This design comes from an exercise in tuning for small area on the open sky130 flow, not from production work. In this exercise RTL edits were held to simulation tests only and were not proved equivalent to the original. No driver is modelled on the clock port, so clocking that relies on it looks cheaper here than on a real chip. No activity file was given, so power comes from the tool's default toggle rates.

// processor
module processor (input clk,
                  input reset,
                  input sample_clock,
                  input [7:0] evt,
                  input [31:0] ram_dout,
                  input [31:0] osc_rom_dout,
                  output [7:0] ram_raddr,
                  output [7:0] ram_waddr,
                  output [31:0] ram_din,
                  output ram_wen,
                  output [9:0] osc_rom_raddr,
                  output clear_evt,
                  output [31:0] out);
    localparam [5:0] INIT  = 6'd0;
    localparam [5:0] WAIT  = 6'd1;
    localparam [5:0] KP0   = 6'd2;
    localparam [5:0] KP1   = 6'd3;
    localparam [5:0] KP2   = 6'd4;
    localparam [5:0] KR0   = 6'd5;
    localparam [5:0] KR1   = 6'd6;
    localparam [5:0] MRV   = 6'd7;
    localparam [5:0] MRF   = 6'd8;
    localparam [5:0] MRO   = 6'd9;
    localparam [5:0] MRC   = 6'd10;
    localparam [5:0] MFR   = 6'd11;
    localparam [5:0] MDC   = 6'd12;
    localparam [5:0] MCV   = 6'd13;
  ...
clock: 20.0 ns
lec_check: 0
abc_area: 1
cap_margin: 20
core_margin: 2
core_utilization: 65
slew_margin: 20
standard.sh (not shown) runs the stock make flow with config.mk's settings and CLKGATE_MAP_FILE= SYNTH_SCRIPT=/design/flow/synth_recipe.tcl, a recipe that flattens the netlist after the stock synthesis.
==> flow/flow/run.sh <==
#!/bin/bash
# Own layout flow: the standard flow (standard.sh) with three changes:
#  - synthesis is the standard synthesis script, except that ABC maps the logic with
#    flow/abc_deep.script (deeper area optimisation, no timing-driven buffering or upsizing)
#    in place of ORFS's abc_area.script; registers are mapped before ABC runs, so they are the
#    standard synthesis's;
#  - the port buffers are the smallest buffer (buf_1);
#  - clock tree synthesis uses clkbuf_8 only and adds no dummy loads.
# Every tool's output goes to standard_flow.log here and to ORFS's own logs under orfs/logs.
set -euo pipefail
HERE=$(pwd)
export BUFFER_PORTS_ARGS="-buffer_cell sky130_fd_sc_hd__buf_1"
export CTS_ARGS="-sink_clustering_enable -repair_clock_nets -dont_use_dummy_load -buf_list {sky130_fd_sc_hd__clkbuf_8}"
cat > "$HERE/own_synth.tcl" <<EOT
proc abc {args} {
  set i [lsearch -exact \$args -script]
  if {\$i >= 0} { lset args [expr {\$i + 1}] $HERE/flow/abc_deep.script }
  yosys abc {*}\$args
}
source $HERE/synth_recipe.tcl
EOT
sed "s#SYNTH_SCRIPT=[^ ]*#SYNTH_SCRIPT=$HERE/own_synth.tcl#" standard.sh > own_standard.sh
grep -q "SYNTH_SCRIPT=$HERE/own_synth.tcl" own_standard.sh
bash own_standard.sh > standard_flow.log 2>&1
==> flow/flow/abc_deep.script <==
strash
&get -n
&deepsyn -T 60
&put
dch -f
map -a
amap
topo
dnsize -c
The starting point completed without violations.
Edit:
--- a/flow/flow/run.sh
+++ b/flow/flow/run.sh
@@ -7,3 +7,4 @@
 #  - the port buffers are the smallest buffer (buf_1);
-#  - clock tree synthesis uses clkbuf_8 only and adds no dummy loads.
+#  - clock tree synthesis uses clkbuf_8 only and adds no dummy loads; then flow/cts_down.tcl
+#    turns the leaf clock buffers that can be into clkbuf_4.
 # Every tool's output goes to standard_flow.log here and to ORFS's own logs under orfs/logs.
@@ -23,2 +24,4 @@
 grep -q "SYNTH_SCRIPT=$HERE/own_synth.tcl" own_standard.sh
+bash own_standard.sh cts > standard_flow_to_cts.log 2>&1
+RES="$HERE/orfs/results/sky130hd/processor/base" openroad -no_init -exit "$HERE/flow/cts_down.tcl" > cts_down.log 2>&1
 bash own_standard.sh > standard_flow.log 2>&1
==> flow/flow/cts_down.tcl (new file) <==
# Downsizes leaf clock buffers (clkbuf_8 to clkbuf_4) of the clock tree that CTS built, one
# at a time, keeping each change only while every flip-flop clock pin's estimated slew stays
# under 0.115 ns. Reads and rewrites results/4_cts.odb.
set platform /OpenROAD-flow-scripts/flow/platforms/sky130hd
read_lef $platform/lef/sky130_fd_sc_hd.tlef
read_lef $platform/lef/sky130_fd_sc_hd_merged.lef
read_liberty $platform/lib/sky130_fd_sc_hd__tt_025C_1v80.lib
read_db $::env(RES)/4_cts.odb
read_sdc $::env(RES)/4_cts.sdc
source $platform/setRC.tcl
set_propagated_clock [all_clocks]
estimate_parasitics -placement
proc maxslew {} {
  set mx 0
  foreach pin [get_pins -hierarchical */CLK] {
    set s [get_property $pin slew_max]
    if {$s > $mx} { set mx $s }
  }
  return $mx
}
puts "max clock pin slew before: [maxslew]"
set small [get_lib_cells */sky130_fd_sc_hd__clkbuf_4]
set big [get_lib_cells */sky130_fd_sc_hd__clkbuf_8]
set n 0
foreach inst [get_cells clkbuf_*] {
  if {[get_property $inst ref_name] ne "sky130_fd_sc_hd__clkbuf_8"} { continue }
  if {[string match "clkbuf_0_*" [get_property $inst name]]} { continue }
  replace_cell $inst $small
  estimate_parasitics -placement
  if {[maxslew] > 0.115} {
    replace_cell $inst $big
    estimate_parasitics -placement
  } else {
    incr n
  }
}
puts "downsized $n clock buffers; max clock pin slew after: [maxslew]"
write_db $::env(RES)/4_cts.odb
CORE_UTILIZATION = 50   (was 65)
After rerunning: The changed run went through all stages and came out clean. Register-to-register slack improves by 0.40 ns. Power hardly moves. Non-clock buffer count is unchanged. Fmax went up slightly. Wire length grows slightly. Critical path depth shrinks by 2. Global-route usage falls by 8.5 points. Die area went up by a quarter to a third. Cell area went up slightly. Cell count rises by a few percent. Synthesized cell count is unchanged.
Edit:
--- a/flow/flow/cts_down.tcl
+++ b/flow/flow/cts_down.tcl
@@ -1,5 +1,2 @@
-# Downsizes leaf clock buffers (clkbuf_8 to clkbuf_4) of the clock tree that CTS built, one
-# at a time, keeping each change only while every flip-flop clock pin's estimated slew stays
-# under 0.115 ns. Reads and rewrites results/4_cts.odb.
-set platform /OpenROAD-flow-scripts/flow/platforms/sky130hd
+set platform $::env(FLOW_HOME)/platforms/sky130hd
 read_lef $platform/lef/sky130_fd_sc_hd.tlef
@@ -20,3 +17,5 @@
 }
-puts "max clock pin slew before: [maxslew]"
+set before [maxslew]
+set limit [expr {min(max($before, 0.110), 0.118)}]
+puts "max clock pin slew before: $before; limit $limit"
 set small [get_lib_cells */sky130_fd_sc_hd__clkbuf_4]
@@ -29,3 +28,3 @@
   estimate_parasitics -placement
-  if {[maxslew] > 0.115} {
+  if {[maxslew] > $limit} {
     replace_cell $inst $big
What happened: Utilization drops by 0.27 points; final cell count is unchanged; routed wire length climbs slightly; final area drops slightly; power drops slightly; first-iteration DRC count climbs by a few percent; area after synthesis does not change.
Edit:
--- a/flow/flow/cts_down.tcl
+++ b/flow/flow/cts_down.tcl
@@ -1 +1,5 @@
+# Downsizes leaf clock buffers (clkbuf_8 to clkbuf_4) of the clock tree that CTS built, one
+# at a time, keeping each change only while no flip-flop clock pin's estimated slew goes over
+# the larger of 0.110 ns and the largest before any change. Reads and rewrites
+# results/4_cts.odb.
 set platform $::env(FLOW_HOME)/platforms/sky130hd
@@ -18,3 +22,3 @@
 set before [maxslew]
-set limit [expr {min(max($before, 0.110), 0.118)}]
+set limit [expr {max($before, 0.110)}]
 puts "max clock pin slew before: $before; limit $limit"
After rerunning: Non-clock buffer count stays the same. Synthesized cell count does not change. Routed wire length stays the same. Final area stays the same. Total power is unchanged. Setup slack does not change. Worst hold slack is unchanged. Final cell count does not change.

## what the ideal ports hide
The flow's constraints put no driver on any port. The routed layouts listed below were extracted and timed again, unchanged, in two steps. Step 1, drivers: a clkbuf_16 drives clk and a buf_2 each remaining input, both assumed. Step 2 moves the port delays by t, midway between the first and last clock arrival at a register: inputs arrive t later, outputs are due t later. That takes back most of the time a late clock gives input paths. Three values: ideal, step 1, step 2; two values: the first two.
run	t (ns)	slack for setup (ns)	worst setup path at the end	slew at the worst register clock pin (ns)
the first run	0.508	1.044 / 1.059 / 0.556	input to register	0.11 / 0.11
the second run	0.506	1.345 / 1.334 / 0.861	input to register	0.11 / 0.11
the third run	0.493	1.304 / 1.258 / 0.874	input to register	0.12 / 0.12
the fourth run	0.493	1.304 / 1.258 / 0.874	input to register	0.12 / 0.12
After both steps setup and hold are still met in every run listed. The setup slack of the first run, which loses most, moves by +0.015 ns with the drivers and by -0.488 ns with both steps.
